From an optimization exercise on the open Yosys and OpenROAD flow, aimed at small area; shortcuts taken in it are not production practice. RTL that was checked went through simulation tests only; none was proved equivalent to the original. The clock input has no modelled driver; a real chip could not lean on it and would need a root buffer or a full tree.

## top
module top (
    input        clk,
    input        reset,
    input        button_start,
    input        button_clear,
    input        button_difficulity,
    input        button_hammer,
    input  [4:0] swith,
    output [4:0] LED,
    output [6:0] seg,
    output [3:0] digit_select
);
Size in the first run: roughly 460 cells after synthesis, about 120 flip-flops, roughly 5200 um^2 of cells after synthesis.
Settings: LEC_CHECK=0, CAP_MARGIN=0, CORE_MARGIN=2, CORE_UTILIZATION=70, CTS_BUF_LIST=sky130_fd_sc_hd__clkbuf_8, CTS_CLUSTER_SIZE=30, SLEW_MARGIN=0; clock period 10.0 ns.
standard.sh (not shown) runs the stock make flow with config.mk's settings and CLKGATE_MAP_FILE= SYNTH_SCRIPT=/design/flow/synth_recipe.tcl, a recipe that flattens the netlist after the stock synthesis.
==> flow/flow/run.sh <==
#!/bin/bash
set -euo pipefail
cd "$(dirname "$0")/.."
cp config.mk config_own.mk
cat >> config_own.mk <<'EOC'
export BUFFER_PORTS_ARGS = -buffer_cell sky130_fd_sc_hd__buf_1
export CTS_ARGS = -sink_clustering_enable -repair_clock_nets -buf_list sky130_fd_sc_hd__clkbuf_8 -dont_use_dummy_load
EOC
sed "s#DESIGN_CONFIG=[^ ]*#DESIGN_CONFIG=$PWD/config_own.mk#" standard.sh > standard_own.sh
bash standard_own.sh cts > flow_standard_to_cts.log 2>&1
RES=$(ls -d "$PWD"/orfs/results/*/top/base)
CTS_ODB=$RES/4_cts.odb MAX_LEAF_SINKS=14 openroad -no_init -exit flow/merge_cts.tcl > flow_merge_cts.log 2>&1
bash standard_own.sh > flow_standard_finish.log 2>&1
Other scripts of this flow, unchanged in this note and not shown: flow/flow/merge_cts.tcl
Change:
--- a/flow/design.v
+++ b/flow/design.v
@@ -152,52 +152,52 @@
             3'd0: rn_led = 5'b00001;
             3'd1: rn_led = 5'b00010;
             3'd2, 3'd5: rn_led = 5'b00100;
             3'd3, 3'd6: rn_led = 5'b01000;
             default: rn_led = 5'b10000;
         endcase
     end
     reg [4:0] mole_led;
     reg [4:0] sed;
     reg       sw_ref;    
-    reg       hv, to;
+    reg       hv;
     reg [8:0] lo;
     reg [1:0] hi;
     wire has    = |mole_led;
     wire lo_end = (lo == 9'b110101000);    
-    wire lo_beg = (lo == 9'd0);
+    wire lo_hi0 = (lo[8:1] == 8'd0);
     reg  hi_lim;
     always @(*) begin
         case (diff_reg)
             2'd0:    hi_lim = (hi == 2'd3);
             2'd1:    hi_lim = (hi == 2'd2);
             default: hi_lim = (hi == 2'd1);
         endcase
     end
-    wire load = ~has | to;
-    wire trst = ~E | load;
+    wire at_lim = hi_lim & lo_hi0 & ~lo[0];
+    wire to     = hi_lim & lo_hi0 & lo[0];
+    wire load   = ~has | to;
+    wire trst   = ~E | (load & ~at_lim);
     wire [4:0] led_n = ~E ? 5'd0 : load ? rn_led : hv ? 5'd0 : mole_led;
     always @(posedge clk or posedge reset) begin
         if (reset) begin
             mole_led <= 5'd0;
             sw_ref   <= 1'b0;
             sed      <= 5'd0;
             hv       <= 1'b0;
-            to       <= 1'b0;
             lo       <= 9'd0;
             hi       <= 2'd0;
         end else begin
             mole_led <= led_n;
             sw_ref   <= |(led_n & swith);
             sed      <= (hammer_p | ~has) ? 5'd0 : sed | (mole_led & {5{|(mole_led & swith) ^ sw_ref}});
             hv       <= hammer_p & |(sed & mole_led & led_n);
-            to       <= E & hi_lim & lo_beg;
             lo       <= (trst | lo_end) ? 9'd0 : {lo[7:0], ~(lo[8] ^ lo[4])};
             hi       <= trst ? 2'd0 : hi + {1'b0, lo_end};
         end
     end
     wire hit = E & ~has & ~clr_gt;
     wire [3:0] so = score[3:0];
     wire [3:0] st = score[7:4];
     wire o9  = so[3] & so[0];
     wire inc = hit & ~(o9 & st[3] & st[0]);
     wire ti  = inc & o9;
What happened: Clock-buffer cell count increases by 1. Cell area grows by about 0.54%. Non-clock buffer count is unchanged. Maximum frequency fell by 0.54%. Worst setup slack got worse by 0.019 ns. Register-to-register slack gets worse by 0.19 ns. Area after synthesis came out higher by about 0.6%.
The RTL of the second run of this note was laid out without a check of its function.

-- what the ideal ports hide --
The results above use ideal ports. As a check the final layouts listed here were re-extracted and re-timed, cells and wires unchanged. Step 1 (the two cells are an assumption about what drives the block):
set clk [get_ports {clk}]
set_driving_cell -lib_cell sky130_fd_sc_hd__clkbuf_16 $clk
set_driving_cell -lib_cell sky130_fd_sc_hd__buf_2 [delete_from_list [all_inputs] $clk]
Step 2 times the ports against the registers' clock, not the clock port: input delays grow and output delays shrink by t, the midpoint of the rising clock arrivals with the driver on. Slacks: ideal ports / drivers / drivers and shift; pairs: ideal ports / drivers.
run	shift t [ns]	setup slack, ns	hold WS [ns]	worst register clock-pin slew, ns	worst data-port slew with drivers (ns)
the first run	0.398	6.533 / 6.502 / 6.651	0.341 / 0.341 / 0.341	0.08 / 0.08	0.04
the second run	0.410	6.514 / 6.481 / 6.593	0.352 / 0.352 / 0.352	0.09 / 0.09	0.03
After both steps every run listed still meets setup and hold. The worst setup slack also covers recovery checks on asynchronous resets.
